What follows belongs to an exercise in optimizing a design on an open flow for small area and a short achievable clock period; a production flow would make more cautious choices.
The RTL was checked by simulation tests, not by an equivalence proof against the original design.
Power figures rest on the tool's default switching activity, not on a simulated workload.

**design.v**
```verilog
module adder_tree
#(
    parameter   NB_IN               = 16,
    parameter   IN_WIDTH            = 16,
    parameter   OUT_WIDTH           = IN_WIDTH+NB_IN,
    parameter   USE_PIPE            = 0
)
(
    input   wire                        clk,
    input   wire                        aresetn,
    input   wire [NB_IN*IN_WIDTH-1:0]   data_in,
    input   wire                        data_in_en,
    output  reg [OUT_WIDTH-1:0]        data_out,
    output  reg                        data_out_en
);
wire s0;
wire c0;
wire s1;
wire c1;
wire s2;
wire c2;
wire s3;
wire c3;
wire s4;
wire c4;
wire s5;
wire c5;
wire s6;
wire c6;
wire s7;
wire c7;
wire s8;
wire c8;
wire s9;
wire c9;
wire s10;
wire c10;
wire s11;
wire c11;
wire s12;
wire c12;
wire s13;
wire c13;
wire s14;
wire c14;
wire s15;
wire c15;
wire s16;
wire c16;
wire s17;
wire c17;
wire s18;
wire c18;
wire s19;
wire c19;
wire s20;
wire c20;
wire s21;
wire c21;
wire s22;
wire c22;
wire s23;
wire c23;
wire s24;
wire c24;
wire s25;
wire c25;
wire s26;
wire c26;
wire s27;
wire c27;
wire s28;
wire c28;
wire s29;
wire c29;
wire s30;
wire c30;
wire s31;
wire c31;
wire s32;
wire c32;
wire s33;
wire c33;
wire s34;
wire c34;
wire s35;
wire c35;
wire s36;
wire c36;
wire s37;
wire c37;
wire s38;
wire c38;
wire s39;
wire c39;
wire s40;
wire c40;
wire s41;
wire c41;
wire s42;
wire c42;
wire s43;
wire c43;
wire s44;
wire c44;
wire s45;
wire c45;
wire s46;
wire c46;
wire s47;
wire c47;
wire s48;
wire c48;
wire s49;
wire c49;
wire s50;
wire c50;
wire s51;
wire c51;
wire s52;
wire c52;
wire s53;
wire c53;
wire s54;
wire c54;
wire s55;
wire c55;
wire s56;
wire c56;
wire s57;
wire c57;
wire s58;
wire c58;
wire s59;
wire c59;
wire s60;
wire c60;
wire s61;
wire c61;
wire s62;
wire c62;
wire s63;
wire c63;
wire s64;
wire c64;
wire s65;
wire c65;
wire s66;
wire c66;
wire s67;
wire c67;
wire s68;
wire c68;
wire s69;
wire c69;
wire s70;
wire c70;
wire s71;
wire c71;
wire s72;
wire c72;
wire s73;
wire c73;
wire s74;
wire c74;
wire s75;
wire c75;
wire s76;
wire c76;
wire s77;
wire c77;
wire s78;
wire c78;
wire s79;
wire c79;
wire s80;
wire c80;
wire s81;
wire c81;
wire s82;
wire c82;
wire s83;
wire c83;
wire s84;
wire c84;
wire s85;
wire c85;
wire s86;
wire c86;
wire s87;
wire c87;
wire s88;
wire c88;
wire s89;
wire c89;
wire s90;
wire c90;
wire s91;
wire c91;
wire s92;
wire c92;
wire s93;
wire c93;
wire s94;
wire c94;
wire s95;
wire c95;
wire s96;
wire c96;
wire s97;
wire c97;
wire s98;
wire c98;
wire s99;
wire c99;
wire s100;
wire c100;
wire s101;
wire c101;
wire s102;
wire c102;
wire s103;
wire c103;
wire s104;
wire c104;
wire s105;
wire c105;
wire s106;
wire c106;
wire s107;
wire c107;
wire s108;
wire c108;
wire s109;
wire c109;
wire s110;
wire c110;
wire s111;
wire c111;
wire s112;
wire c112;
wire s113;
wire c113;
wire s114;
wire c114;
wire s115;
wire c115;
wire s116;
wire c116;
wire s117;
wire c117;
wire s118;
wire c118;
wire s119;
wire c119;
wire s120;
wire c120;
wire s121;
wire c121;
wire s122;
wire c122;
wire s123;
wire c123;
wire s124;
wire c124;
wire s125;
wire c125;
wire s126;
wire c126;
wire s127;
wire c127;
reg [127:0] p1;
wire s128;
wire c128;
wire s129;
wire c129;
wire s130;
wire c130;
wire s131;
wire c131;
wire s132;
wire c132;
wire s133;
wire c133;
wire s134;
wire c134;
wire s135;
wire c135;
wire s136;
wire c136;
wire s137;
wire c137;
wire s138;
wire c138;
wire s139;
wire c139;
wire s140;
wire c140;
wire s141;
wire c141;
wire s142;
wire c142;
wire s143;
wire c143;
wire s144;
wire c144;
wire s145;
wire c145;
wire s146;
wire c146;
wire s147;
wire c147;
wire s148;
wire c148;
wire s149;
wire c149;
wire s150;
wire c150;
wire s151;
wire c151;
wire s152;
wire c152;
wire s153;
wire c153;
wire s154;
wire c154;
wire s155;
wire c155;
wire s156;
wire c156;
wire s157;
wire c157;
wire s158;
wire c158;
wire s159;
wire c159;
wire s160;
wire c160;
wire s161;
wire c161;
wire s162;
wire c162;
wire s163;
wire c163;
wire s164;
wire c164;
wire s165;
wire c165;
wire s166;
wire c166;
wire s167;
wire c167;
wire s168;
wire c168;
wire s169;
wire c169;
wire s170;
wire c170;
wire s171;
wire c171;
wire s172;
wire c172;
wire s173;
wire c173;
wire s174;
wire c174;
wire s175;
wire c175;
wire s176;
wire c176;
wire s177;
wire c177;
wire s178;
wire c178;
wire s179;
wire c179;
wire s180;
wire c180;
wire s181;
wire c181;
wire s182;
wire c182;
wire s183;
wire c183;
wire s184;
wire c184;
wire s185;
wire c185;
wire s186;
wire c186;
wire s187;
wire c187;
wire s188;
wire c188;
wire s189;
wire c189;
wire s190;
wire c190;
wire s191;
wire c191;
wire s192;
wire c192;
wire s193;
wire c193;
wire s194;
wire c194;
wire s195;
wire c195;
wire s196;
wire c196;
wire s197;
wire c197;
wire s198;
wire c198;
wire s199;
wire c199;
wire s200;
wire c200;
wire s201;
wire c201;
wire s202;
wire c202;
wire s203;
wire c203;
wire s204;
wire c204;
wire s205;
wire c205;
wire s206;
wire c206;
wire s207;
wire c207;
wire s208;
wire c208;
wire s209;
wire c209;
wire s210;
wire c210;
wire s211;
wire c211;
wire s212;
wire c212;
wire s213;
wire c213;
wire s214;
wire c214;
wire s215;
wire c215;
wire s216;
wire c216;
wire s217;
wire c217;
wire s218;
wire c218;
wire s219;
wire c219;
wire s220;
wire c220;
reg [34:0] p2;
wire [19:0] cpa_a = {1'b0, p2[33], p2[31], p2[29], p2[27], p2[25], p2[23], p2[21], p2[19], p2[17], p2[15], p2[13], p2[11], p2[10], p2[7], p2[5], p2[4], p2[3], p2[2], p2[0]};
wire [19:0] cpa_b = {1'b0, p2[34], p2[32], p2[30], p2[28], p2[26], p2[24], p2[22], p2[20], p2[18], p2[16], p2[14], p2[12], p2[9], p2[8], p2[6], 1'b0, 1'b0, 1'b0, p2[1]};
wire [19:0] cpa_s = cpa_a + cpa_b;
adder_tree_fa u_fa0 (.a(data_in[0]), .b(data_in[112]), .c(data_in[128]), .s(s0), .co(c0));
adder_tree_fa u_fa1 (.a(data_in[144]), .b(data_in[160]), .c(data_in[16]), .s(s1), .co(c1));
adder_tree_fa u_fa2 (.a(data_in[176]), .b(data_in[192]), .c(data_in[208]), .s(s2), .co(c2));
adder_tree_fa u_fa3 (.a(data_in[224]), .b(data_in[240]), .c(data_in[32]), .s(s3), .co(c3));
adder_tree_fa u_fa4 (.a(data_in[48]), .b(data_in[64]), .c(data_in[80]), .s(s4), .co(c4));
adder_tree_fa u_fa5 (.a(data_in[96]), .b(s0), .c(s1), .s(s5), .co(c5));
adder_tree_fa u_fa6 (.a(s2), .b(s3), .c(s4), .s(s6), .co(c6));
adder_tree_fa u_fa7 (.a(data_in[113]), .b(data_in[129]), .c(data_in[145]), .s(s7), .co(c7));
adder_tree_fa u_fa8 (.a(data_in[161]), .b(data_in[177]), .c(data_in[17]), .s(s8), .co(c8));
adder_tree_fa u_fa9 (.a(data_in[193]), .b(data_in[1]), .c(data_in[209]), .s(s9), .co(c9));
adder_tree_fa u_fa10 (.a(data_in[225]), .b(data_in[241]), .c(data_in[33]), .s(s10), .co(c10));
adder_tree_fa u_fa11 (.a(data_in[49]), .b(data_in[65]), .c(data_in[81]), .s(s11), .co(c11));
adder_tree_fa u_fa12 (.a(data_in[97]), .b(c0), .c(c1), .s(s12), .co(c12));
adder_tree_fa u_fa13 (.a(c2), .b(c3), .c(c4), .s(s13), .co(c13));
adder_tree_fa u_fa14 (.a(s10), .b(s11), .c(s7), .s(s14), .co(c14));
adder_tree_fa u_fa15 (.a(data_in[114]), .b(data_in[130]), .c(data_in[146]), .s(s15), .co(c15));
adder_tree_fa u_fa16 (.a(data_in[162]), .b(data_in[178]), .c(data_in[18]), .s(s16), .co(c16));
adder_tree_fa u_fa17 (.a(data_in[194]), .b(data_in[210]), .c(data_in[226]), .s(s17), .co(c17));
adder_tree_fa u_fa18 (.a(data_in[242]), .b(data_in[2]), .c(data_in[34]), .s(s18), .co(c18));
adder_tree_fa u_fa19 (.a(data_in[50]), .b(data_in[66]), .c(data_in[82]), .s(s19), .co(c19));
adder_tree_fa u_fa20 (.a(data_in[98]), .b(c10), .c(c11), .s(s20), .co(c20));
adder_tree_fa u_fa21 (.a(c7), .b(c8), .c(c9), .s(s21), .co(c21));
adder_tree_fa u_fa22 (.a(s15), .b(s16), .c(s17), .s(s22), .co(c22));
adder_tree_fa u_fa23 (.a(data_in[115]), .b(data_in[131]), .c(data_in[147]), .s(s23), .co(c23));
adder_tree_fa u_fa24 (.a(data_in[163]), .b(data_in[179]), .c(data_in[195]), .s(s24), .co(c24));
adder_tree_fa u_fa25 (.a(data_in[19]), .b(data_in[211]), .c(data_in[227]), .s(s25), .co(c25));
adder_tree_fa u_fa26 (.a(data_in[243]), .b(data_in[35]), .c(data_in[3]), .s(s26), .co(c26));
adder_tree_fa u_fa27 (.a(data_in[51]), .b(data_in[67]), .c(data_in[83]), .s(s27), .co(c27));
adder_tree_fa u_fa28 (.a(data_in[99]), .b(c15), .c(c16), .s(s28), .co(c28));
adder_tree_fa u_fa29 (.a(c17), .b(c18), .c(c19), .s(s29), .co(c29));
adder_tree_fa u_fa30 (.a(s23), .b(s24), .c(s25), .s(s30), .co(c30));
adder_tree_fa u_fa31 (.a(data_in[100]), .b(data_in[116]), .c(data_in[132]), .s(s31), .co(c31));
adder_tree_fa u_fa32 (.a(data_in[148]), .b(data_in[164]), .c(data_in[180]), .s(s32), .co(c32));
adder_tree_fa u_fa33 (.a(data_in[196]), .b(data_in[20]), .c(data_in[212]), .s(s33), .co(c33));
adder_tree_fa u_fa34 (.a(data_in[228]), .b(data_in[244]), .c(data_in[36]), .s(s34), .co(c34));
adder_tree_fa u_fa35 (.a(data_in[4]), .b(data_in[52]), .c(data_in[68]), .s(s35), .co(c35));
adder_tree_fa u_fa36 (.a(data_in[84]), .b(c23), .c(c24), .s(s36), .co(c36));
adder_tree_fa u_fa37 (.a(c25), .b(c26), .c(c27), .s(s37), .co(c37));
adder_tree_fa u_fa38 (.a(s31), .b(s32), .c(s33), .s(s38), .co(c38));
adder_tree_fa u_fa39 (.a(data_in[101]), .b(data_in[117]), .c(data_in[133]), .s(s39), .co(c39));
adder_tree_fa u_fa40 (.a(data_in[149]), .b(data_in[165]), .c(data_in[181]), .s(s40), .co(c40));
adder_tree_fa u_fa41 (.a(data_in[197]), .b(data_in[213]), .c(data_in[21]), .s(s41), .co(c41));
adder_tree_fa u_fa42 (.a(data_in[229]), .b(data_in[245]), .c(data_in[37]), .s(s42), .co(c42));
adder_tree_fa u_fa43 (.a(data_in[53]), .b(data_in[5]), .c(data_in[69]), .s(s43), .co(c43));
adder_tree_fa u_fa44 (.a(data_in[85]), .b(c31), .c(c32), .s(s44), .co(c44));
adder_tree_fa u_fa45 (.a(c33), .b(c34), .c(c35), .s(s45), .co(c45));
adder_tree_fa u_fa46 (.a(s39), .b(s40), .c(s41), .s(s46), .co(c46));
adder_tree_fa u_fa47 (.a(data_in[102]), .b(data_in[118]), .c(data_in[134]), .s(s47), .co(c47));
adder_tree_fa u_fa48 (.a(data_in[150]), .b(data_in[166]), .c(data_in[182]), .s(s48), .co(c48));
adder_tree_fa u_fa49 (.a(data_in[198]), .b(data_in[214]), .c(data_in[22]), .s(s49), .co(c49));
adder_tree_fa u_fa50 (.a(data_in[230]), .b(data_in[246]), .c(data_in[38]), .s(s50), .co(c50));
adder_tree_fa u_fa51 (.a(data_in[54]), .b(data_in[6]), .c(data_in[70]), .s(s51), .co(c51));
adder_tree_fa u_fa52 (.a(data_in[86]), .b(c39), .c(c40), .s(s52), .co(c52));
adder_tree_fa u_fa53 (.a(c41), .b(c42), .c(c43), .s(s53), .co(c53));
adder_tree_fa u_fa54 (.a(s47), .b(s48), .c(s49), .s(s54), .co(c54));
adder_tree_fa u_fa55 (.a(data_in[103]), .b(data_in[119]), .c(data_in[135]), .s(s55), .co(c55));
adder_tree_fa u_fa56 (.a(data_in[151]), .b(data_in[167]), .c(data_in[183]), .s(s56), .co(c56));
adder_tree_fa u_fa57 (.a(data_in[199]), .b(data_in[215]), .c(data_in[231]), .s(s57), .co(c57));
adder_tree_fa u_fa58 (.a(data_in[23]), .b(data_in[247]), .c(data_in[39]), .s(s58), .co(c58));
adder_tree_fa u_fa59 (.a(data_in[55]), .b(data_in[71]), .c(data_in[7]), .s(s59), .co(c59));
adder_tree_fa u_fa60 (.a(data_in[87]), .b(c47), .c(c48), .s(s60), .co(c60));
adder_tree_fa u_fa61 (.a(c49), .b(c50), .c(c51), .s(s61), .co(c61));
adder_tree_fa u_fa62 (.a(s55), .b(s56), .c(s57), .s(s62), .co(c62));
adder_tree_fa u_fa63 (.a(data_in[104]), .b(data_in[120]), .c(data_in[136]), .s(s63), .co(c63));
adder_tree_fa u_fa64 (.a(data_in[152]), .b(data_in[168]), .c(data_in[184]), .s(s64), .co(c64));
adder_tree_fa u_fa65 (.a(data_in[200]), .b(data_in[216]), .c(data_in[232]), .s(s65), .co(c65));
adder_tree_fa u_fa66 (.a(data_in[248]), .b(data_in[24]), .c(data_in[40]), .s(s66), .co(c66));
adder_tree_fa u_fa67 (.a(data_in[56]), .b(data_in[72]), .c(data_in[88]), .s(s67), .co(c67));
adder_tree_fa u_fa68 (.a(data_in[8]), .b(c55), .c(c56), .s(s68), .co(c68));
adder_tree_fa u_fa69 (.a(c57), .b(c58), .c(c59), .s(s69), .co(c69));
adder_tree_fa u_fa70 (.a(s63), .b(s64), .c(s65), .s(s70), .co(c70));
adder_tree_fa u_fa71 (.a(data_in[105]), .b(data_in[121]), .c(data_in[137]), .s(s71), .co(c71));
adder_tree_fa u_fa72 (.a(data_in[153]), .b(data_in[169]), .c(data_in[185]), .s(s72), .co(c72));
adder_tree_fa u_fa73 (.a(data_in[201]), .b(data_in[217]), .c(data_in[233]), .s(s73), .co(c73));
adder_tree_fa u_fa74 (.a(data_in[249]), .b(data_in[25]), .c(data_in[41]), .s(s74), .co(c74));
adder_tree_fa u_fa75 (.a(data_in[57]), .b(data_in[73]), .c(data_in[89]), .s(s75), .co(c75));
adder_tree_fa u_fa76 (.a(data_in[9]), .b(c63), .c(c64), .s(s76), .co(c76));
adder_tree_fa u_fa77 (.a(c65), .b(c66), .c(c67), .s(s77), .co(c77));
adder_tree_fa u_fa78 (.a(s71), .b(s72), .c(s73), .s(s78), .co(c78));
adder_tree_fa u_fa79 (.a(data_in[106]), .b(data_in[10]), .c(data_in[122]), .s(s79), .co(c79));
adder_tree_fa u_fa80 (.a(data_in[138]), .b(data_in[154]), .c(data_in[170]), .s(s80), .co(c80));
adder_tree_fa u_fa81 (.a(data_in[186]), .b(data_in[202]), .c(data_in[218]), .s(s81), .co(c81));
adder_tree_fa u_fa82 (.a(data_in[234]), .b(data_in[250]), .c(data_in[26]), .s(s82), .co(c82));
adder_tree_fa u_fa83 (.a(data_in[42]), .b(data_in[58]), .c(data_in[74]), .s(s83), .co(c83));
adder_tree_fa u_fa84 (.a(data_in[90]), .b(c71), .c(c72), .s(s84), .co(c84));
adder_tree_fa u_fa85 (.a(c73), .b(c74), .c(c75), .s(s85), .co(c85));
adder_tree_fa u_fa86 (.a(s79), .b(s80), .c(s81), .s(s86), .co(c86));
adder_tree_fa u_fa87 (.a(data_in[107]), .b(data_in[11]), .c(data_in[123]), .s(s87), .co(c87));
adder_tree_fa u_fa88 (.a(data_in[139]), .b(data_in[155]), .c(data_in[171]), .s(s88), .co(c88));
adder_tree_fa u_fa89 (.a(data_in[187]), .b(data_in[203]), .c(data_in[219]), .s(s89), .co(c89));
adder_tree_fa u_fa90 (.a(data_in[235]), .b(data_in[251]), .c(data_in[27]), .s(s90), .co(c90));
adder_tree_fa u_fa91 (.a(data_in[43]), .b(data_in[59]), .c(data_in[75]), .s(s91), .co(c91));
adder_tree_fa u_fa92 (.a(data_in[91]), .b(c79), .c(c80), .s(s92), .co(c92));
adder_tree_fa u_fa93 (.a(c81), .b(c82), .c(c83), .s(s93), .co(c93));
adder_tree_fa u_fa94 (.a(s87), .b(s88), .c(s89), .s(s94), .co(c94));
adder_tree_fa u_fa95 (.a(data_in[108]), .b(data_in[124]), .c(data_in[12]), .s(s95), .co(c95));
adder_tree_fa u_fa96 (.a(data_in[140]), .b(data_in[156]), .c(data_in[172]), .s(s96), .co(c96));
adder_tree_fa u_fa97 (.a(data_in[188]), .b(data_in[204]), .c(data_in[220]), .s(s97), .co(c97));
adder_tree_fa u_fa98 (.a(data_in[236]), .b(data_in[252]), .c(data_in[28]), .s(s98), .co(c98));
adder_tree_fa u_fa99 (.a(data_in[44]), .b(data_in[60]), .c(data_in[76]), .s(s99), .co(c99));
adder_tree_fa u_fa100 (.a(data_in[92]), .b(c87), .c(c88), .s(s100), .co(c100));
adder_tree_fa u_fa101 (.a(c89), .b(c90), .c(c91), .s(s101), .co(c101));
adder_tree_fa u_fa102 (.a(s95), .b(s96), .c(s97), .s(s102), .co(c102));
adder_tree_fa u_fa103 (.a(data_in[109]), .b(data_in[125]), .c(data_in[13]), .s(s103), .co(c103));
adder_tree_fa u_fa104 (.a(data_in[141]), .b(data_in[157]), .c(data_in[173]), .s(s104), .co(c104));
adder_tree_fa u_fa105 (.a(data_in[189]), .b(data_in[205]), .c(data_in[221]), .s(s105), .co(c105));
adder_tree_fa u_fa106 (.a(data_in[237]), .b(data_in[253]), .c(data_in[29]), .s(s106), .co(c106));
adder_tree_fa u_fa107 (.a(data_in[45]), .b(data_in[61]), .c(data_in[77]), .s(s107), .co(c107));
adder_tree_fa u_fa108 (.a(data_in[93]), .b(c95), .c(c96), .s(s108), .co(c108));
adder_tree_fa u_fa109 (.a(c97), .b(c98), .c(c99), .s(s109), .co(c109));
adder_tree_fa u_fa110 (.a(s103), .b(s104), .c(s105), .s(s110), .co(c110));
adder_tree_fa u_fa111 (.a(data_in[110]), .b(data_in[126]), .c(data_in[142]), .s(s111), .co(c111));
adder_tree_fa u_fa112 (.a(data_in[14]), .b(data_in[158]), .c(data_in[174]), .s(s112), .co(c112));
adder_tree_fa u_fa113 (.a(data_in[190]), .b(data_in[206]), .c(data_in[222]), .s(s113), .co(c113));
adder_tree_fa u_fa114 (.a(data_in[238]), .b(data_in[254]), .c(data_in[30]), .s(s114), .co(c114));
adder_tree_fa u_fa115 (.a(data_in[46]), .b(data_in[62]), .c(data_in[78]), .s(s115), .co(c115));
adder_tree_fa u_fa116 (.a(data_in[94]), .b(c103), .c(c104), .s(s116), .co(c116));
adder_tree_fa u_fa117 (.a(c105), .b(c106), .c(c107), .s(s117), .co(c117));
adder_tree_fa u_fa118 (.a(s111), .b(s112), .c(s113), .s(s118), .co(c118));
adder_tree_fa u_fa119 (.a(data_in[111]), .b(data_in[127]), .c(data_in[143]), .s(s119), .co(c119));
adder_tree_fa u_fa120 (.a(data_in[159]), .b(data_in[15]), .c(data_in[175]), .s(s120), .co(c120));
adder_tree_fa u_fa121 (.a(data_in[191]), .b(data_in[207]), .c(data_in[223]), .s(s121), .co(c121));
adder_tree_fa u_fa122 (.a(data_in[239]), .b(data_in[255]), .c(data_in[31]), .s(s122), .co(c122));
adder_tree_fa u_fa123 (.a(data_in[47]), .b(data_in[63]), .c(data_in[79]), .s(s123), .co(c123));
adder_tree_fa u_fa124 (.a(data_in[95]), .b(c111), .c(c112), .s(s124), .co(c124));
adder_tree_fa u_fa125 (.a(c113), .b(c114), .c(c115), .s(s125), .co(c125));
adder_tree_fa u_fa126 (.a(s119), .b(s120), .c(s121), .s(s126), .co(c126));
adder_tree_fa u_fa127 (.a(c119), .b(c120), .c(c121), .s(s127), .co(c127));
adder_tree_fa u_fa128 (.a(p1[2]), .b(p1[3]), .c(p1[4]), .s(s128), .co(c128));
adder_tree_fa u_fa129 (.a(p1[5]), .b(p1[6]), .c(p1[7]), .s(s129), .co(c129));
adder_tree_fa u_fa130 (.a(p1[8]), .b(s128), .c(s129), .s(s130), .co(c130));
adder_tree_fa u_fa131 (.a(p1[10]), .b(p1[11]), .c(p1[12]), .s(s131), .co(c131));
adder_tree_fa u_fa132 (.a(p1[13]), .b(p1[14]), .c(p1[15]), .s(s132), .co(c132));
adder_tree_fa u_fa133 (.a(p1[16]), .b(p1[9]), .c(c128), .s(s133), .co(c133));
adder_tree_fa u_fa134 (.a(c129), .b(s131), .c(s132), .s(s134), .co(c134));
adder_tree_fa u_fa135 (.a(c130), .b(s133), .c(s134), .s(s135), .co(c135));
adder_tree_fa u_fa136 (.a(p1[17]), .b(p1[18]), .c(p1[19]), .s(s136), .co(c136));
adder_tree_fa u_fa137 (.a(p1[20]), .b(p1[21]), .c(p1[22]), .s(s137), .co(c137));
adder_tree_fa u_fa138 (.a(p1[23]), .b(p1[24]), .c(c131), .s(s138), .co(c138));
adder_tree_fa u_fa139 (.a(c132), .b(s136), .c(s137), .s(s139), .co(c139));
adder_tree_fa u_fa140 (.a(c133), .b(c134), .c(s138), .s(s140), .co(c140));
adder_tree_fa u_fa141 (.a(s139), .b(c135), .c(s140), .s(s141), .co(c141));
adder_tree_fa u_fa142 (.a(p1[25]), .b(p1[26]), .c(p1[27]), .s(s142), .co(c142));
adder_tree_fa u_fa143 (.a(p1[28]), .b(p1[29]), .c(p1[30]), .s(s143), .co(c143));
adder_tree_fa u_fa144 (.a(p1[31]), .b(p1[32]), .c(c136), .s(s144), .co(c144));
adder_tree_fa u_fa145 (.a(c137), .b(s142), .c(s143), .s(s145), .co(c145));
adder_tree_fa u_fa146 (.a(c138), .b(c139), .c(s144), .s(s146), .co(c146));
adder_tree_fa u_fa147 (.a(s145), .b(c140), .c(s146), .s(s147), .co(c147));
adder_tree_fa u_fa148 (.a(p1[33]), .b(p1[34]), .c(p1[35]), .s(s148), .co(c148));
adder_tree_fa u_fa149 (.a(p1[36]), .b(p1[37]), .c(p1[38]), .s(s149), .co(c149));
adder_tree_fa u_fa150 (.a(p1[39]), .b(p1[40]), .c(c142), .s(s150), .co(c150));
adder_tree_fa u_fa151 (.a(c143), .b(s148), .c(s149), .s(s151), .co(c151));
adder_tree_fa u_fa152 (.a(c144), .b(c145), .c(s150), .s(s152), .co(c152));
adder_tree_fa u_fa153 (.a(s151), .b(c146), .c(s152), .s(s153), .co(c153));
adder_tree_fa u_fa154 (.a(p1[41]), .b(p1[42]), .c(p1[43]), .s(s154), .co(c154));
adder_tree_fa u_fa155 (.a(p1[44]), .b(p1[45]), .c(p1[46]), .s(s155), .co(c155));
adder_tree_fa u_fa156 (.a(p1[47]), .b(p1[48]), .c(c148), .s(s156), .co(c156));
adder_tree_fa u_fa157 (.a(c149), .b(s154), .c(s155), .s(s157), .co(c157));
adder_tree_fa u_fa158 (.a(c150), .b(c151), .c(s156), .s(s158), .co(c158));
adder_tree_fa u_fa159 (.a(s157), .b(c152), .c(s158), .s(s159), .co(c159));
adder_tree_fa u_fa160 (.a(p1[49]), .b(p1[50]), .c(p1[51]), .s(s160), .co(c160));
adder_tree_fa u_fa161 (.a(p1[52]), .b(p1[53]), .c(p1[54]), .s(s161), .co(c161));
adder_tree_fa u_fa162 (.a(p1[55]), .b(p1[56]), .c(c154), .s(s162), .co(c162));
adder_tree_fa u_fa163 (.a(c155), .b(s160), .c(s161), .s(s163), .co(c163));
adder_tree_fa u_fa164 (.a(c156), .b(c157), .c(s162), .s(s164), .co(c164));
adder_tree_fa u_fa165 (.a(s163), .b(c158), .c(s164), .s(s165), .co(c165));
adder_tree_fa u_fa166 (.a(p1[57]), .b(p1[58]), .c(p1[59]), .s(s166), .co(c166));
adder_tree_fa u_fa167 (.a(p1[60]), .b(p1[61]), .c(p1[62]), .s(s167), .co(c167));
adder_tree_fa u_fa168 (.a(p1[63]), .b(p1[64]), .c(c160), .s(s168), .co(c168));
adder_tree_fa u_fa169 (.a(c161), .b(s166), .c(s167), .s(s169), .co(c169));
adder_tree_fa u_fa170 (.a(c162), .b(c163), .c(s168), .s(s170), .co(c170));
adder_tree_fa u_fa171 (.a(s169), .b(c164), .c(s170), .s(s171), .co(c171));
adder_tree_fa u_fa172 (.a(p1[65]), .b(p1[66]), .c(p1[67]), .s(s172), .co(c172));
adder_tree_fa u_fa173 (.a(p1[68]), .b(p1[69]), .c(p1[70]), .s(s173), .co(c173));
adder_tree_fa u_fa174 (.a(p1[71]), .b(p1[72]), .c(c166), .s(s174), .co(c174));
adder_tree_fa u_fa175 (.a(c167), .b(s172), .c(s173), .s(s175), .co(c175));
adder_tree_fa u_fa176 (.a(c168), .b(c169), .c(s174), .s(s176), .co(c176));
adder_tree_fa u_fa177 (.a(s175), .b(c170), .c(s176), .s(s177), .co(c177));
adder_tree_fa u_fa178 (.a(p1[73]), .b(p1[74]), .c(p1[75]), .s(s178), .co(c178));
adder_tree_fa u_fa179 (.a(p1[76]), .b(p1[77]), .c(p1[78]), .s(s179), .co(c179));
adder_tree_fa u_fa180 (.a(p1[79]), .b(p1[80]), .c(c172), .s(s180), .co(c180));
adder_tree_fa u_fa181 (.a(c173), .b(s178), .c(s179), .s(s181), .co(c181));
adder_tree_fa u_fa182 (.a(c174), .b(c175), .c(s180), .s(s182), .co(c182));
adder_tree_fa u_fa183 (.a(s181), .b(c176), .c(s182), .s(s183), .co(c183));
adder_tree_fa u_fa184 (.a(p1[81]), .b(p1[82]), .c(p1[83]), .s(s184), .co(c184));
adder_tree_fa u_fa185 (.a(p1[84]), .b(p1[85]), .c(p1[86]), .s(s185), .co(c185));
adder_tree_fa u_fa186 (.a(p1[87]), .b(p1[88]), .c(c178), .s(s186), .co(c186));
adder_tree_fa u_fa187 (.a(c179), .b(s184), .c(s185), .s(s187), .co(c187));
adder_tree_fa u_fa188 (.a(c180), .b(c181), .c(s186), .s(s188), .co(c188));
adder_tree_fa u_fa189 (.a(s187), .b(c182), .c(s188), .s(s189), .co(c189));
adder_tree_fa u_fa190 (.a(p1[89]), .b(p1[90]), .c(p1[91]), .s(s190), .co(c190));
adder_tree_fa u_fa191 (.a(p1[92]), .b(p1[93]), .c(p1[94]), .s(s191), .co(c191));
adder_tree_fa u_fa192 (.a(p1[95]), .b(p1[96]), .c(c184), .s(s192), .co(c192));
adder_tree_fa u_fa193 (.a(c185), .b(s190), .c(s191), .s(s193), .co(c193));
adder_tree_fa u_fa194 (.a(c186), .b(c187), .c(s192), .s(s194), .co(c194));
adder_tree_fa u_fa195 (.a(s193), .b(c188), .c(s194), .s(s195), .co(c195));
adder_tree_fa u_fa196 (.a(p1[100]), .b(p1[101]), .c(p1[102]), .s(s196), .co(c196));
adder_tree_fa u_fa197 (.a(p1[103]), .b(p1[104]), .c(p1[97]), .s(s197), .co(c197));
adder_tree_fa u_fa198 (.a(p1[98]), .b(p1[99]), .c(c190), .s(s198), .co(c198));
adder_tree_fa u_fa199 (.a(c191), .b(s196), .c(s197), .s(s199), .co(c199));
adder_tree_fa u_fa200 (.a(c192), .b(c193), .c(s198), .s(s200), .co(c200));
adder_tree_fa u_fa201 (.a(s199), .b(c194), .c(s200), .s(s201), .co(c201));
adder_tree_fa u_fa202 (.a(p1[105]), .b(p1[106]), .c(p1[107]), .s(s202), .co(c202));
adder_tree_fa u_fa203 (.a(p1[108]), .b(p1[109]), .c(p1[110]), .s(s203), .co(c203));
adder_tree_fa u_fa204 (.a(p1[111]), .b(p1[112]), .c(c196), .s(s204), .co(c204));
adder_tree_fa u_fa205 (.a(c197), .b(s202), .c(s203), .s(s205), .co(c205));
adder_tree_fa u_fa206 (.a(c198), .b(c199), .c(s204), .s(s206), .co(c206));
adder_tree_fa u_fa207 (.a(s205), .b(c200), .c(s206), .s(s207), .co(c207));
adder_tree_fa u_fa208 (.a(p1[113]), .b(p1[114]), .c(p1[115]), .s(s208), .co(c208));
adder_tree_fa u_fa209 (.a(p1[116]), .b(p1[117]), .c(p1[118]), .s(s209), .co(c209));
adder_tree_fa u_fa210 (.a(p1[119]), .b(p1[120]), .c(c202), .s(s210), .co(c210));
adder_tree_fa u_fa211 (.a(c203), .b(s208), .c(s209), .s(s211), .co(c211));
adder_tree_fa u_fa212 (.a(c204), .b(c205), .c(s210), .s(s212), .co(c212));
adder_tree_fa u_fa213 (.a(s211), .b(c206), .c(s212), .s(s213), .co(c213));
adder_tree_fa u_fa214 (.a(p1[121]), .b(p1[122]), .c(p1[123]), .s(s214), .co(c214));
adder_tree_fa u_fa215 (.a(p1[124]), .b(p1[125]), .c(p1[126]), .s(s215), .co(c215));
adder_tree_fa u_fa216 (.a(c208), .b(c209), .c(s214), .s(s216), .co(c216));
adder_tree_fa u_fa217 (.a(s215), .b(c210), .c(c211), .s(s217), .co(c217));
adder_tree_fa u_fa218 (.a(s216), .b(c212), .c(s217), .s(s218), .co(c218));
adder_tree_fa u_fa219 (.a(p1[127]), .b(c214), .c(c215), .s(s219), .co(c219));
adder_tree_fa u_fa220 (.a(c216), .b(s219), .c(c217), .s(s220), .co(c220));
always @(posedge clk) begin
    p1 <= {c127, s127, c126, c125, c124, c123, c122, s126, s125, s124, c118, c117, c116, s123, s122, s118, s117, s116, c110, c109, c108, s115, s114, s110, s109, s108, c102, c101, c100, s107, s106, s102, s101, s100, c94, c93, c92, s99, s98, s94, s93, s92, c86, c85, c84, s91, s90, s86, s85, s84, c78, c77, c76, s83, s82, s78, s77, s76, c70, c69, c68, s75, s74, s70, s69, s68, c62, c61, c60, s67, s66, s62, s61, s60, c54, c53, c52, s59, s58, s54, s53, s52, c46, c45, c44, s51, s50, s46, s45, s44, c38, c37, c36, s43, s42, s38, s37, s36, c30, c29, c28, s35, s34, s30, s29, s28, c22, c21, c20, s27, s26, s22, s21, s20, c14, c13, c12, s19, s18, s14, s13, s12, c6, c5, s9, s8, s6, s5};
    p2 <= {c220, c219, s220, c218, s218, c213, s213, c207, s207, c201, s201, c195, s195, c189, s189, c183, s183, c177, s177, c171, s171, c165, s165, c159, s159, c153, s153, c147, s147, c141, s141, s135, s130, p1[1], p1[0]};
    data_out <= {12'd0, cpa_s};
end
reg [1:0] en_pipe;
always @(posedge clk or negedge aresetn) begin
    if (!aresetn) begin
        en_pipe <= 0;
        data_out_en <= 1'b0;
    end else begin
        en_pipe <= {en_pipe[0:0], data_in_en};
        data_out_en <= en_pipe[1];
    end
end
endmodule
module adder_tree_fa (input wire a, input wire b, input wire c, output wire s, output wire co);
assign s  = a ^ b ^ c;
assign co = (a & b) | (a & c) | (b & c);
endmodule
```
**flow/run.sh**
```bash
#!/bin/bash
# Own layout flow: the standard ORFS flow (standard.sh, unchanged synthesis),
# with the port buffers chosen explicitly (small buf_1 on inputs, buf_2 on outputs)
# instead of the default clkdlybuf4s50_1 delay buffers.
set -euo pipefail
here=$(pwd)
export PRE_GLOBAL_PLACE_TCL=$here/flow/pre_gp.tcl
export CTS_ARGS="-sink_clustering_enable -repair_clock_nets -dont_use_dummy_load -buf_list sky130_fd_sc_hd__clkbuf_8"
bash standard.sh > $here/orfs_flow.log 2>&1
```
**flow/pre_gp.tcl**
```tcl
# Sourced by ORFS global_place.tcl before it buffers the ports: make its
# buffer_ports call put buf_1 on every input and buf_2 on every output.
rename buffer_ports orfs_buffer_ports
proc buffer_ports { args } {
  orfs_buffer_ports -inputs -buffer_cell sky130_fd_sc_hd__buf_1
  orfs_buffer_ports -outputs -buffer_cell sky130_fd_sc_hd__buf_2
}
```
**standard.sh**
```bash
#!/bin/bash
# synth_recipe.tcl (not shown) runs the flow's synth.tcl, then flattens the netlist and writes it again
# the make line also repeats each setting of config.mk as NAME=value (left out here)
make -C /OpenROAD-flow-scripts/flow DESIGN_CONFIG=/design/flow/config.mk WORK_HOME=/design/flow/orfs CLKGATE_MAP_FILE= SYNTH_SCRIPT=/design/flow/synth_recipe.tcl "${@:-finish}"
```
**config.mk**
```make
export PLATFORM = sky130hd
export DESIGN_NAME = adder_tree
export DESIGN_NICKNAME = adder_tree
export VERILOG_FILES = /design/flow/design.v
export SDC_FILE = /design/flow/constraint.sdc
export NUM_CORES = 4
export LEC_CHECK = 0
export CAP_MARGIN = 20
export CORE_MARGIN = 2
export CORE_UTILIZATION = 60
export SETUP_SLACK_MARGIN = 4.75
export SLEW_MARGIN = 20
export SYNTH_HIERARCHICAL = 1
export SYNTH_MINIMUM_KEEP_SIZE = 0
```
**constraint.sdc**
```tcl
create_clock -name core_clock -period 7.0 [get_ports {clk}]
set_input_delay 1.4000 -clock core_clock [delete_from_list [all_inputs] [get_ports {clk}]]
set_output_delay 1.4000 -clock core_clock [all_outputs]
set_load 0.01 [all_outputs]
```
==> results_tabular.tex, run 1 <==
\begin{tabular}{lr}
\hline
Metric & Value \\
\hline
\multicolumn{2}{l}{\textbf{Drt}} \\
\quad Remaining antenna violation count & 0 \\
\quad Wirelength per Cell & 15.2 microns \\
\quad Total detailed-routing wirelength & 15500 microns \\
\quad Via count & 4997 \\
\quad DRC violation count after routing & 0 \\
\quad Violation count after the first detailed-route iteration & 94 \\
\quad Drt via density & 4.89 \\
\quad Number of optimization iterations in the first detailed-route pass & 4 \\
\multicolumn{2}{l}{\textbf{Yosys}} \\
\quad Part of the Yosys area used for sequential elements & 0.408 \\
\quad Number of enable-type register cells in the synthesized netlist & 0 \\
\quad Most used standard cell by instance count after synthesis & fa\_1 \\
\quad Most common library cells after synthesis & 221 x fa\_1, 183 x dfxtp\_1, 17 x ha\_1 \\
\quad Count of synthesis-stage warnings from yosys & 7 \\
\quad Post-synth top area share & 0.483 \\
\quad Top post-synthesis cells by area & fa\_1 48\%, dfxtp\_1 40\%, ha\_1 2.3\% \\
\quad Avg Inst Size Synth & 16.9 sq um \\
\quad Cell accounting for the most synthesized area & fa\_1 \\
\quad Combined area of all synthesized cells & 9160 sq um \\
\quad Dominant register cell in the synthesized netlist & dfxtp\_1 \\
\quad Number of distinct library cells after synthesis & 46 \\
\quad Post-synthesis async set-or-reset flop share & 0.0161 \\
\quad Number of synthesized register bits & 186 \\
\quad Number of standard cells after synthesis & 542 \\
\multicolumn{2}{l}{\textbf{Clock network}} \\
\quad Clock edge transition at the registers on the reported setup and hold paths & 0.08 ns \\
\quad Clock network latency to the later pin of the worst-skew pair & 0.44 ns \\
\quad Root buffer cell & clkbuf\_8 \\
\quad CTS sink cnt & 186 \\
\quad Buffers inserted during post-CTS setup optimization & 0 \\
\quad Post-cts hold buffer count & 0 \\
\quad Number of buffers inserted during clock tree synthesis & 17 \\
\quad TritonCTS clock tree & built \\
\quad Number of levels the H-tree was split into & 4 \\
\quad Largest buffer count on any clock path & 2 \\
\multicolumn{2}{l}{\textbf{Worst setup path}} \\
\quad Critical Path Source Type & flop \\
\quad Category of the critical setup timing path & reg2reg \\
\quad Critical path origin & p1[13]\$\_DFF\_P\_ \\
\quad Top fanout value on the critical path & 1 \\
\quad Required time reported for the critical path endpoint & 7.29 ns \\
\quad Capturing element type of the critical path & flop \\
\quad Worst path arrival time & 2.64 ns \\
\quad Startpoint of the worst register-to-register path & p1[13]\$\_DFF\_P\_ \\
\multicolumn{2}{l}{\textbf{Place}} \\
\quad Placer's final routability congestion estimate & 0.778 \\
\quad Area after detailed placement & 10700 sq um \\
\quad Post-detail-place hpwl & 13600 microns \\
\quad Input/output buffers & 279 \\
\multicolumn{2}{l}{\textbf{Power and ir drop}} \\
\quad Combinational power share & 0.519 \\
\quad Switching portion of total power & 0.369 \\
\quad Switching power total & 1.66 mW \\
\quad Relative contribution of the clock network to total power & 0.116 \\
\quad Cell-internal power & 2.83 mW \\
\quad Power share of the sequential group & 0.365 \\
\quad Worst IR drop on VDD & 0.240 mV \\
\quad PwrDens & 402 nW/um\^{}2 \\
\quad Reported leakage power & 4.01 nW \\
\multicolumn{2}{l}{\textbf{Job}} \\
\quad Number of maximum-capacitance constraint violations & 0 \\
\multicolumn{2}{l}{\textbf{Final layout}} \\
\quad Number of nets in the layout & 1332 \\
\quad Final standard cell area without fillers & 11200 sq um \\
\quad N\_diodes & 0 \\
\quad Total of fill cells in the finished design & 1003 \\
\quad Area delta synth->final & 21.9\% \\
\quad Fraction of final layout cells with drive strength greater than 1 & 0.297 \\
\multicolumn{2}{l}{\textbf{STA}} \\
\quad Count of endpoints failing setup in the final report & 0 \\
\quad Number of max-slew violations in the final report & 0 \\
\quad Worst clock skew & 0.0241 ns \\
\quad Max Clock Freq & 425 MHz \\
\quad Share of the clock period used by the worst path & 0.336 \\
\quad Min Tclk post-route & 2.35 ns \\
\quad RSZ-0062 raised after global routing & yes \\
\quad Final-layout setup total negative slack & 0 ns \\
\quad Final hold violations & 0 \\
\multicolumn{2}{l}{\textbf{Floorplan}} \\
\quad Initial cell density of the core & 0.607 \\
\quad Number of standard-cell rows in the floorplan & 45 \\
\quad I/O pin total & 292 \\
\quad Die X-Extent & 128 microns \\
\quad Core outline area & 15100 sq um \\
\quad Die height & 128 microns \\
\quad Die area & 16300 sq um \\
\multicolumn{2}{l}{\textbf{Global routing}} \\
\quad All-Layer GR Usage & 0.212 \\
\quad Largest net degree at the start of global routing & 17 \\
\quad Wire length of the first global-routing pass & 26600 microns \\
\quad M1 GR Usage & 0.255 \\
\quad GRT overflow & 0 \\
\quad Initial antenna violation count & 0 \\
\quad Gr busiest metal & met2 \\
\quad Vias in the first global route & 5925 \\
\quad Met3 demand-to-capacity share in global routing & 0.0469 \\
\quad Global routing met2 resource utilization & 0.390 \\
\multicolumn{2}{l}{\textbf{Run status}} \\
\quad Status & timing/DRC/antenna clean \\
\multicolumn{2}{l}{\textbf{Hold path}} \\
\quad Beginning of the worst hold path & p1[0]\$\_DFF\_P\_ \\
\quad Worst min-delay path category & reg2reg \\
\hline
\end{tabular}
==> layer usage <==
layer / up-vias / share of wire
met1: 2521 / 0.37
li1: 2288 / -
met5: - / 0
met3: 12 / 0.054
met2: 176 / 0.56
met4: 0 / 0.0091
==> power groups by stage <==
stage / clock network, mW / logic, mW / registers (mW)
after floorplan: 0 / 1.61 / 1.63
after global placement: 0 / 2.20 / 1.63
after detailed placement: 0 / 2.25 / 1.64
after CTS: 0.536 / 2.35 / 1.64
after global routing: 0.581 / 2.74 / 1.68
final: 0.522 / 2.33 / 1.64
==> modules after synthesis, one instance, submodules excluded <==
module | copies in the design | flip-flops and latches | area [sq um]
adder_tree | 1 | 186 | 4740
adder_tree_fa | 221 | 0 | 20.0
==> critical path: stages (launching register included) <==
cell and delay (ns):
dfxtp_2 0.33, fa_2 0.60, fa_2 0.45, fa_2 0.36
fa_1 0.47
==> logic make-up after synthesis <==
family          share of synthesized area
compound gates                     0.0340
xor+xnor                           0.0143
fa+ha+maj                           0.506
buf+inv                            0.0138
flops                               0.408
mux                               0.00109
other cells                      0.000409
simple gates                       0.0224
==> registers in the layout, summed over array words and instances (netlist names) <==
| signal | cells |
|---|---|
| p2 | 35 |
| data_out_en | 1 |
| p1 | 128 |
| data_out | 20 |
| en_pipe | 2 |
==> what timing repair did <==
action                     CTS  global route
pin swaps                   18            23
setup endpoints to repair   39            42
resized for setup           48            41
==> placed cells by master, fill, tap and decap left out, types with 2 or more instances in the layout <==
| master | Yosys | routed |
|---|---|---|
| nor2b_1 | 2 | 2 |
| dfrtp_1 | 3 | 3 |
| o21ai_0 | 5 | 5 |
| xnor2_1 | 9 | 9 |
| nand4_1 | 2 | 2 |
| a21oi_2 | 2 | 2 |
| inv_1 | 3 | 3 |
| buf_1 | 0 | 258 |
| nor2_1 | 10 | 10 |
| ha_1 | 17 | 17 |
| a31o_2 | 2 | 2 |
| or2_2 | 2 | 2 |
| a211oi_1 | 3 | 3 |
| a22oi_1 | 2 | 2 |
| nand2_1 | 8 | 8 |
| a31oi_1 | 2 | 2 |
| a21oi_1 | 10 | 10 |
| dfxtp_1 | 183 | 145 |
| fa_2 | 0 | 158 |
| buf_2 | 2 | 6 |
| xor2_1 | 6 | 6 |
| buf_6 | 1 | 15 |
| fa_1 | 221 | 63 |
| o21bai_1 | 2 | 2 |
| dfxtp_2 | 0 | 38 |
| o211ai_1 | 2 | 2 |
| nand3_1 | 8 | 8 |
| conb_1 | 1 | 12 |
| nor3_1 | 3 | 3 |
| clkbuf_8 | 0 | 17 |
==> per-stage QoR <==
step	power [mW]	utilization	setup slack, ns	instances	hold WS, ns
after floorplan	3.24	-	4.52	553	0.310
after global placement	3.84	0.710	4.39	1004	0.315
after detailed placement	3.89	0.710	4.35	1004	0.315
after CTS	4.52	0.734	4.63	1021	0.322
after global routing	5.00	0.740	4.58	1021	0.337
final	4.50	0.740	4.65	1021	0.321
==> final timing paths <==
kind	end	slack, ns	depth (start not counted)
setup / recovery	p2[4]$_DFF_P_	4.65	4
hold / removal	p2[0]$_DFF_P_	0.32	0
setup reg to reg	p2[4]$_DFF_P_	4.65	4
hold reg to reg	p2[0]$_DFF_P_	0.32	0
max in group asynchronous	en_pipe[1]$_DFF_PN0_	6.11	1
min in group asynchronous	data_out_en$_DFF_PN0_	0.75	1
==> layout make-up <==
cell class	instances	area, sq um	area share
multi-input cells	348	5740	0.513
clock buffers	17	234	0.0209
flip-flops and latches	186	3790	0.339
well taps	188	235	0.0211
inverters	3	11.3	0.00101
repair buffers	279	1170	0.105
==> run 2: changes to the inputs <==
--- a/flow/run.sh
+++ b/flow/run.sh
@@ -3,3 +3,4 @@
 # with the port buffers chosen explicitly (small buf_1 on inputs, buf_2 on outputs)
-# instead of the default clkdlybuf4s50_1 delay buffers.
+# instead of the default clkdlybuf4s50_1 delay buffers, and a clock tree of
+# clkbuf_8 without dummy loads.
 set -euo pipefail
--- a/config.mk
+++ b/config.mk
@@ -10,3 +10,2 @@
 export CORE_UTILIZATION = 60
-export SETUP_SLACK_MARGIN = 4.75
 export SLEW_MARGIN = 20
==> run 2 against run 1 <==
  * Still clean
  * Total power fell by 4.6%
  * Non-clock buffer count did not move
  * Worst setup slack got worse by 0.0023 ns
  * Final cell count unchanged
  * First-iteration DRC count increased by 24%
  * Die area is the same
  * Cell area down 4.8%
  * Clock skew fell by 0.0023 ns
  * Count of clock-buffer cells in the layout unchanged
==> results_tabular.tex, run 2 <==
\begin{tabular}{lr}
\hline
Metric & Value \\
\hline
\multicolumn{2}{l}{\textbf{Run status}} \\
\quad Status & timing/DRC/antenna clean \\
\multicolumn{2}{l}{\textbf{Global routing}} \\
\quad Largest net degree at the start of global routing & 17 \\
\quad Wire length of the first global-routing pass & 26400 microns \\
\quad Initial antenna violation count & 0 \\
\quad All-Layer GR Usage & 0.212 \\
\quad GRT overflow & 0 \\
\quad Vias in the first global route & 5856 \\
\multicolumn{2}{l}{\textbf{Power and ir drop}} \\
\quad PwrDens & 403 nW/um\^{}2 \\
\quad Reported leakage power & 4.10 nW \\
\quad Power share of the sequential group & 0.376 \\
\quad Switching power total & 1.60 mW \\
\quad Cell-internal power & 2.69 mW \\
\quad Worst IR drop on VDD & 0.167 mV \\
\quad Post-layout total power & 4.29 mW \\
\quad Combinational power share & 0.504 \\
\quad Switching portion of total power & 0.373 \\
\quad Relative contribution of the clock network to total power & 0.120 \\
\multicolumn{2}{l}{\textbf{Worst setup path}} \\
\quad Most common cell type on the critical path & fa\_1 \\
\quad Critical path destination & p2[12]\$\_DFF\_P\_ \\
\quad Highest-delay cell along the critical path & fa\_1 \\
\quad Critical path origin & p1[41]\$\_DFF\_P\_ \\
\quad Sequence of cells on the critical path & fa\_1 > fa\_1 > fa\_1 > fa\_1 \\
\quad Startpoint of the worst register-to-register path & p1[41]\$\_DFF\_P\_ \\
\quad Terminus of the critical flop-to-flop path & p2[12]\$\_DFF\_P\_ \\
\quad Critical Path Source Type & flop \\
\quad Crit path max-delay family & adder cells \\
\quad Capturing element type of the critical path & flop \\
\quad Count of cells along the worst register-to-register path & 4 \\
\quad Worst reg-to-reg setup slack & 4.64 ns \\
\quad Worst path arrival time & 2.65 ns \\
\quad Max stage delay on crit path & 0.53 ns \\
\quad Top fanout value on the critical path & 1 \\
\quad Buffers \& Inverters on Critical Path & 0 \\
\quad Category of the critical setup timing path & reg2reg \\
\quad Logic depth of the worst setup path including buffers & 4 \\
\quad Required time reported for the critical path endpoint & 7.29 ns \\
\multicolumn{2}{l}{\textbf{Yosys}} \\
\quad Most common library cells after synthesis & 221 x fa\_1, 183 x dfxtp\_1, 17 x ha\_1 \\
\quad Dominant register cell in the synthesized netlist & dfxtp\_1 \\
\quad Post-synthesis async set-or-reset flop share & 0.0161 \\
\quad Part of the Yosys area used for sequential elements & 0.408 \\
\quad Number of distinct library cells after synthesis & 46 \\
\quad Number of standard cells after synthesis & 542 \\
\quad Most used standard cell by instance count after synthesis & fa\_1 \\
\quad Cell accounting for the most synthesized area & fa\_1 \\
\quad Combinational family with the most area after synthesis & adder cells \\
\quad Number of synthesized register bits & 186 \\
\quad Number of enable-type register cells in the synthesized netlist & 0 \\
\quad Combined area of all synthesized cells & 9160 sq um \\
\quad Adder and majority gate portion of the synthesized area & 0.506 \\
\quad Avg Inst Size Synth & 16.9 sq um \\
\quad Simple logic cell fraction of the synthesized area & 0.0224 \\
\quad Post-synthesis compound-gate area fraction & 0.0340 \\
\quad Count of synthesis-stage warnings from yosys & 7 \\
\quad Share of cell area taken by muxes after synthesis & 0.00109 \\
\quad Top post-synthesis cells by area & fa\_1 48\%, dfxtp\_1 40\%, ha\_1 2.3\% \\
\quad Post-synth top area share & 0.483 \\
\quad Parity-gate share of the synthesized area counting xor and xnor cells & 0.0143 \\
\multicolumn{2}{l}{\textbf{Final layout}} \\
\quad Utilization after layout & 0.705 \\
\quad Largest register FFs & 128 \\
\quad Top reg by flops & p1 \\
\quad Top library cells by usage in the layout, fill and taps aside & 258 x buf\_1, 221 x fa\_1, 183 x dfxtp\_1 \\
\quad N\_diodes & 0 \\
\quad Number of nets in the layout & 1332 \\
\quad Total of fill cells in the finished design & 1084 \\
\quad Area delta synth->final & 16.0\% \\
\quad Fraction of final layout cells with drive strength greater than 1 & 0.0612 \\
\quad Commonest non-fill, non-tap cell in the layout & buf\_1 \\
\quad Largest registers in the final layout & p1 (128), p2 (35), data\_out (20) \\
\multicolumn{2}{l}{\textbf{Floorplan}} \\
\quad Die area & 16300 sq um \\
\quad Initial cell density of the core & 0.607 \\
\quad Die height & 128 microns \\
\quad Number of standard-cell rows in the floorplan & 45 \\
\quad Die X-Extent & 128 microns \\
\quad I/O pin total & 292 \\
\quad Core outline area & 15100 sq um \\
\multicolumn{2}{l}{\textbf{Drt}} \\
\quad Via count & 4965 \\
\quad Wirelength per Cell & 15.0 microns \\
\quad Violation count after the first detailed-route iteration & 117 \\
\quad Total detailed-routing wirelength & 15400 microns \\
\quad Number of optimization iterations in the first detailed-route pass & 4 \\
\quad DRC violation count after routing & 0 \\
\quad Drt via density & 4.86 \\
\quad Remaining antenna violation count & 0 \\
\multicolumn{2}{l}{\textbf{Place}} \\
\quad Post-detail-place hpwl & 13600 microns \\
\quad Input/output buffers & 279 \\
\quad Placer's final routability congestion estimate & 0.791 \\
\quad Pre-CTS setup slack & 4.35 ns \\
\multicolumn{2}{l}{\textbf{STA}} \\
\quad Min Tclk post-route & 2.36 ns \\
\quad RSZ-0062 raised after global routing & no \\
\quad Share of the clock period used by the worst path & 0.337 \\
\quad Crit path setup slack, layout & 4.64 ns \\
\quad Final-layout setup total negative slack & 0 ns \\
\quad Worst clock skew & 0.0218 ns \\
\quad Count of endpoints failing setup in the final report & 0 \\
\quad Max Clock Freq & 424 MHz \\
\quad Final hold violations & 0 \\
\quad Number of max-slew violations in the final report & 0 \\
\multicolumn{2}{l}{\textbf{Clock network}} \\
\quad Number of levels the H-tree was split into & 4 \\
\quad Clock network latency to the later pin of the worst-skew pair & 0.43 ns \\
\quad Resized cells post-CTS & 0 \\
\quad CTS sink cnt & 186 \\
\quad TritonCTS clock tree & built \\
\quad Buffers inserted during post-CTS setup optimization & 0 \\
\quad Post-cts hold buffer count & 0 \\
\quad Number of buffers inserted during clock tree synthesis & 17 \\
\quad Clock edge transition at the registers on the reported setup and hold paths & 0.09 ns \\
\quad Root buffer cell & clkbuf\_8 \\
\quad Largest buffer count on any clock path & 2 \\
\multicolumn{2}{l}{\textbf{Job}} \\
\quad Number of maximum-capacitance constraint violations & 0 \\
\multicolumn{2}{l}{\textbf{Hold path}} \\
\quad Worst min-delay path category & reg2reg \\
\quad Hold Path Stages & 0 \\
\hline
\end{tabular}
## run 2: per-module statistics from Yosys, one instance, submodules excluded
module / times used / flops+latches
adder_tree: 1 / 186
adder_tree_fa: 221 / 0
## run 2: power by group through the flow
stage / sequential [mW] / clock [mW] / combinational (mW)
floorplan: 1.63 / 0 / 1.57
global placement: 1.63 / 0 / 2.17
detailed placement: 1.64 / 0 / 2.19
CTS: 1.62 / 0.537 / 2.23
global route: 1.65 / 0.579 / 2.54
finish: 1.61 / 0.515 / 2.16
## run 2: worst reg2reg max path, cell delays in order (launching register included)
cell and delay (ns):
dfxtp_1 0.33, fa_1 0.49, fa_1 0.45, fa_1 0.53
fa_1 0.41
## run 2: area by class of cell
cell class                      count  area, sq um  area share
Sequential cell                   186         3740       0.352
Timing Repair Buffer              279         1070       0.101
Inverter                            3         11.3     0.00106
Multi-Input combinational cell    348         5340       0.502
Clock buffer                       17          234      0.0220
Tap cell                          188          235      0.0221
## run 2: worst min-delay path by stage
stage / startpoint / end
after global placement: p1[1]$_DFF_P_ / p2[1]$_DFF_P_
after global routing: p1[0]$_DFF_P_ / p2[0]$_DFF_P_
after CTS: p1[1]$_DFF_P_ / p2[1]$_DFF_P_
after detailed placement: p1[1]$_DFF_P_ / p2[1]$_DFF_P_
after floorplan: p1[0]$_DFF_P_ / p2[0]$_DFF_P_
final: p1[1]$_DFF_P_ / p2[1]$_DFF_P_
## run 2: kinds of logic after synthesis
kind of cell | after synthesis
fa+ha+maj | 238
flops | 186
compound gates | 41
simple gates | 41
buf+inv | 19
xor+xnor | 15
other cells | 1
mux | 1
## run 2: metal layers
layer	global-route usage	share of wire	vias to the layer above
met1	0.252	0.37	2500
li1	-	-	2288
met3	0.0486	0.055	12
met2	0.392	0.56	165
met5	0	0	-
met4	0.0491	0.011	0
## run 2: per-stage QoR
stage / area [sq um] / hold slack, ns / cells
6_report: 10600 / 0.335 / 1021
5_1_grt: 10600 / 0.348 / 1021
4_1_cts: 10600 / 0.336 / 1021
3_5_place_dp: 10400 / 0.318 / 1004
3_3_place_gp: 10400 / 0.315 / 1004
2_1_floorplan: 9210 / 0.310 / 553
==> run 3: changes to the inputs <==
==> flow/run.sh (replaced) <==
#!/bin/bash
# Own layout flow: the standard ORFS flow (standard.sh, unchanged synthesis),
# with the port buffers chosen explicitly (small buf_1 on inputs, buf_2 on outputs)
# instead of the default clkdlybuf4s50_1 delay buffers.
set -euo pipefail
here=$(pwd)
export PRE_GLOBAL_PLACE_TCL=$here/flow/pre_gp.tcl
export CTS_ARGS="-sink_clustering_enable -repair_clock_nets -dont_use_dummy_load -buf_list sky130_fd_sc_hd__clkbuf_8 -sink_clustering_size 30 -sink_clustering_max_diameter 80"
bash standard.sh > $here/orfs_flow.log 2>&1
==> run 3 against run 2 <==
  * Largest power group unchanged
  * Maximum frequency is the same
  * Non-clock buffer count unchanged
  * Largest cell class unchanged
  * Core utilization stayed put
  * Total power stayed put
==> results_tabular.tex, run 3 <==
\begin{tabular}{lr}
\hline
Metric & Value \\
\hline
\multicolumn{2}{l}{\textbf{Final layout}} \\
\quad Top reg by flops & p1 \\
\quad Largest registers in the final layout & p1 (128), p2 (35), data\_out (20) \\
\quad Number of non-filler instances in the completed layout & 1021 \\
\quad Largest register FFs & 128 \\
\quad N\_diodes & 0 \\
\quad Area taken by flip-flops and latches & 3740 sq um \\
\quad Fraction of final layout cells with drive strength greater than 1 & 0.0612 \\
\quad Number of nets in the layout & 1332 \\
\quad Total of fill cells in the finished design & 1084 \\
\quad Area delta synth->final & 16.0\% \\
\quad Top library cells by usage in the layout, fill and taps aside & 258 x buf\_1, 221 x fa\_1, 183 x dfxtp\_1 \\
\quad Final standard cell area without fillers & 10600 sq um \\
\quad Commonest non-fill, non-tap cell in the layout & buf\_1 \\
\quad Multi-input combinational cell area & 5340 sq um \\
\multicolumn{2}{l}{\textbf{Yosys}} \\
\quad Post-synthesis async set-or-reset flop share & 0.0161 \\
\quad Avg Inst Size Synth & 16.9 sq um \\
\quad Number of distinct library cells after synthesis & 46 \\
\quad Top post-synthesis cells by area & fa\_1 48\%, dfxtp\_1 40\%, ha\_1 2.3\% \\
\quad Combined area of all synthesized cells & 9160 sq um \\
\quad Most common library cells after synthesis & 221 x fa\_1, 183 x dfxtp\_1, 17 x ha\_1 \\
\quad Number of standard cells after synthesis & 542 \\
\quad Part of the Yosys area used for sequential elements & 0.408 \\
\quad Number of enable-type register cells in the synthesized netlist & 0 \\
\quad Number of synthesized register bits & 186 \\
\quad Cell accounting for the most synthesized area & fa\_1 \\
\quad Count of synthesis-stage warnings from yosys & 7 \\
\quad Most used standard cell by instance count after synthesis & fa\_1 \\
\quad Post-synth top area share & 0.483 \\
\quad Dominant register cell in the synthesized netlist & dfxtp\_1 \\
\multicolumn{2}{l}{\textbf{Drt}} \\
\quad Number of optimization iterations in the first detailed-route pass & 4 \\
\quad Wire length on met2 & 8660 microns \\
\quad Violation count after the first detailed-route iteration & 117 \\
\quad Post-Route M1 WL & 5670 microns \\
\quad DR WL met3 & 852 microns \\
\quad Wirelength per Cell & 15.0 microns \\
\quad Drt via density & 4.86 \\
\quad Highest routed metal layer & met4 \\
\quad Via count & 4965 \\
\quad DRC violation count after routing & 0 \\
\quad Total detailed-routing wirelength & 15400 microns \\
\quad Remaining antenna violation count & 0 \\
\multicolumn{2}{l}{\textbf{Worst setup path}} \\
\quad Crit path max-delay family & adder cells \\
\quad Startpoint of the worst register-to-register path & p1[41]\$\_DFF\_P\_ \\
\quad Category of the critical setup timing path & reg2reg \\
\quad Max stage delay on crit path & 0.53 ns \\
\quad Worst path arrival time & 2.65 ns \\
\quad Top fanout value on the critical path & 1 \\
\quad Worst reg-to-reg setup slack & 4.64 ns \\
\quad Critical Path Source Type & flop \\
\quad Required time reported for the critical path endpoint & 7.29 ns \\
\quad Count of cells along the worst register-to-register path & 4 \\
\quad Sequence of cells on the critical path & fa\_1 > fa\_1 > fa\_1 > fa\_1 \\
\quad Buffers \& Inverters on Critical Path & 0 \\
\quad Most common cell type on the critical path & fa\_1 \\
\quad Highest-delay cell along the critical path & fa\_1 \\
\quad Logic depth of the worst setup path including buffers & 4 \\
\quad Capturing element type of the critical path & flop \\
\quad Terminus of the critical flop-to-flop path & p2[12]\$\_DFF\_P\_ \\
\multicolumn{2}{l}{\textbf{Job}} \\
\quad Number of maximum-capacitance constraint violations & 0 \\
\multicolumn{2}{l}{\textbf{STA}} \\
\quad Final-layout setup total negative slack & 0 ns \\
\quad Max Clock Freq & 424 MHz \\
\quad Worst clock skew & 0.0218 ns \\
\quad Number of max-slew violations in the final report & 0 \\
\quad Final hold violations & 0 \\
\quad Share of the clock period used by the worst path & 0.337 \\
\quad Worst-case hold slack & 0.335 ns \\
\quad Count of endpoints failing setup in the final report & 0 \\
\quad RSZ-0062 raised after global routing & no \\
\quad Min Tclk post-route & 2.36 ns \\
\multicolumn{2}{l}{\textbf{Clock network}} \\
\quad Buffers inserted during post-CTS setup optimization & 0 \\
\quad Number of buffers inserted during clock tree synthesis & 17 \\
\quad Largest buffer count on any clock path & 2 \\
\quad Clock network latency to the later pin of the worst-skew pair & 0.43 ns \\
\quad Post-cts hold buffer count & 0 \\
\quad TritonCTS clock tree & built \\
\quad Resized cells post-CTS & 0 \\
\quad CTS sink cnt & 186 \\
\quad Root buffer cell & clkbuf\_8 \\
\quad Number of levels the H-tree was split into & 4 \\
\quad Clock edge transition at the registers on the reported setup and hold paths & 0.09 ns \\
\multicolumn{2}{l}{\textbf{Floorplan}} \\
\quad Core outline area & 15100 sq um \\
\quad Die height & 128 microns \\
\quad Number of standard-cell rows in the floorplan & 45 \\
\quad I/O pin total & 292 \\
\quad Initial cell density of the core & 0.607 \\
\quad Die area & 16300 sq um \\
\quad Die X-Extent & 128 microns \\
\multicolumn{2}{l}{\textbf{Place}} \\
\quad Area after detailed placement & 10400 sq um \\
\quad Placer's final routability congestion estimate & 0.791 \\
\quad Post-detail-place hpwl & 13600 microns \\
\quad Post-placement cell count & 1004 \\
\quad Input/output buffers & 279 \\
\multicolumn{2}{l}{\textbf{Global routing}} \\
\quad Wire length of the first global-routing pass & 26400 microns \\
\quad Vias in the first global route & 5856 \\
\quad All-Layer GR Usage & 0.212 \\
\quad GRT overflow & 0 \\
\quad Largest net degree at the start of global routing & 17 \\
\quad Initial antenna violation count & 0 \\
\multicolumn{2}{l}{\textbf{Power and ir drop}} \\
\quad Switching portion of total power & 0.373 \\
\quad Worst IR drop on VDD & 0.167 mV \\
\quad PwrDens & 403 nW/um\^{}2 \\
\quad Relative contribution of the clock network to total power & 0.120 \\
\quad Reported leakage power & 4.10 nW \\
\quad Power share of the sequential group & 0.376 \\
\quad Combinational power share & 0.504 \\
\quad Cell-internal power & 2.69 mW \\
\quad Switching power total & 1.60 mW \\
\multicolumn{2}{l}{\textbf{Hold path}} \\
\quad Hold Path Stages & 0 \\
\quad WHS Endpoint & p2[1]\$\_DFF\_P\_ \\
\quad Worst min-delay path category & reg2reg \\
\quad Beginning of the worst hold path & p1[1]\$\_DFF\_P\_ \\
\multicolumn{2}{l}{\textbf{Run status}} \\
\quad Status & timing/DRC/antenna clean \\
\hline
\end{tabular}
-- run 3: stage by stage --
step                 util  power (mW)  setup WS, ns
global placement    0.689        3.80          4.38
CTS                 0.705        4.38          4.62
detailed placement  0.689        3.84          4.35
global route        0.705        4.77          4.54
floorplan               -        3.20          4.51
finish              0.705        4.29          4.64
-- run 3: logic make-up (layout without fill, tap and decap cells) --
family	Yosys count	in the layout	share of synthesized area
adder cells (fa/ha/maj)	238	238	0.506
flip-flops	186	186	0.408
AO/OA/AOI/OAI	41	41	0.0340
AND/OR/NAND/NOR	41	41	0.0224
buffers and inverters	19	299	0.0138
XOR/XNOR	15	15	0.0143
other	1	12	0.000409
multiplexers	1	1	0.00109
-- run 3: final cells by class --
type                    instances  share of cell area
clock buffers                  17              0.0220
inverters                       3             0.00106
multi-input cells             348               0.502
flip-flops and latches        186               0.352
well taps                     188              0.0221
repair buffers                279               0.101
-- run 3: power groups by stage --
stage | clock network [mW] | registers (mW) | logic (mW)
2_1_floorplan | 0 | 1.63 | 1.57
3_3_place_gp | 0 | 1.63 | 2.17
3_5_place_dp | 0 | 1.64 | 2.19
4_1_cts | 0.537 | 1.62 | 2.23
5_1_grt | 0.579 | 1.65 | 2.54
6_report | 0.515 | 1.61 | 2.16
-- run 3: how the worst max path moves through the flow --
stage | start | to | slack (ns)
6_report | p1[41]$_DFF_P_ | p2[12]$_DFF_P_ | 4.64
5_1_grt | p1[41]$_DFF_P_ | p2[12]$_DFF_P_ | 4.54
2_1_floorplan | data_in[109] | p1[104]$_DFF_P_ | 4.51
3_3_place_gp | data_in[105] | p1[72]$_DFF_P_ | 4.38
3_5_place_dp | data_in[108] | p1[96]$_DFF_P_ | 4.35
4_1_cts | p1[41]$_DFF_P_ | p2[12]$_DFF_P_ | 4.62
-- run 3: metal layers --
| layer | global-route usage | vias up |
|---|---|---|
| li1 | - | 2288 |
| met1 | 0.252 | 2500 |
| met2 | 0.392 | 165 |
| met3 | 0.0486 | 12 |
| met4 | 0.0491 | 0 |
| met5 | 0 | - |
-- run 3: Yosys stat by module, one instance, submodules excluded --
module	flops+latches	area, sq um	times used	cells inside
adder_tree	186	4740	1	321
adder_tree_fa	0	20.0	221	1

==> separate check: timing with driven ports <==
No port has a modelled driver above. Below, the same layouts with a new extraction and two added sets of constraints. Step 1 (the two cells are an assumption about what drives the block):
set clk [get_ports {clk}]
set_driving_cell -lib_cell sky130_fd_sc_hd__clkbuf_16 $clk
set_driving_cell -lib_cell sky130_fd_sc_hd__buf_2 [delete_from_list [all_inputs] $clk]
Step 2 adds t to the input delays and takes it off the output delays; t is the mean of the earliest and latest rising clock arrival at the registers after step 1. Input paths then give back, and output paths get back, about the clock's delay inside the block. a / b / c = ideal ports / drivers / drivers and shift; a / b = the first two.
run	t (ns)	slack for setup (ns)	hold slack, ns	latest minus earliest clock arrival (ns)	pins driven straight from the clock port
run 1	0.467	4.646 / 4.629 / 4.345	0.321 / 0.321 / 0.321	0.027 / 0.027	1
run 2	0.455	4.644 / 4.636 / 4.330	0.335 / 0.335 / 0.335	0.022 / 0.021	1
run 3	0.455	4.644 / 4.636 / 4.330	0.335 / 0.335 / 0.335	0.022 / 0.021	1
After both steps every run listed still meets setup and hold.
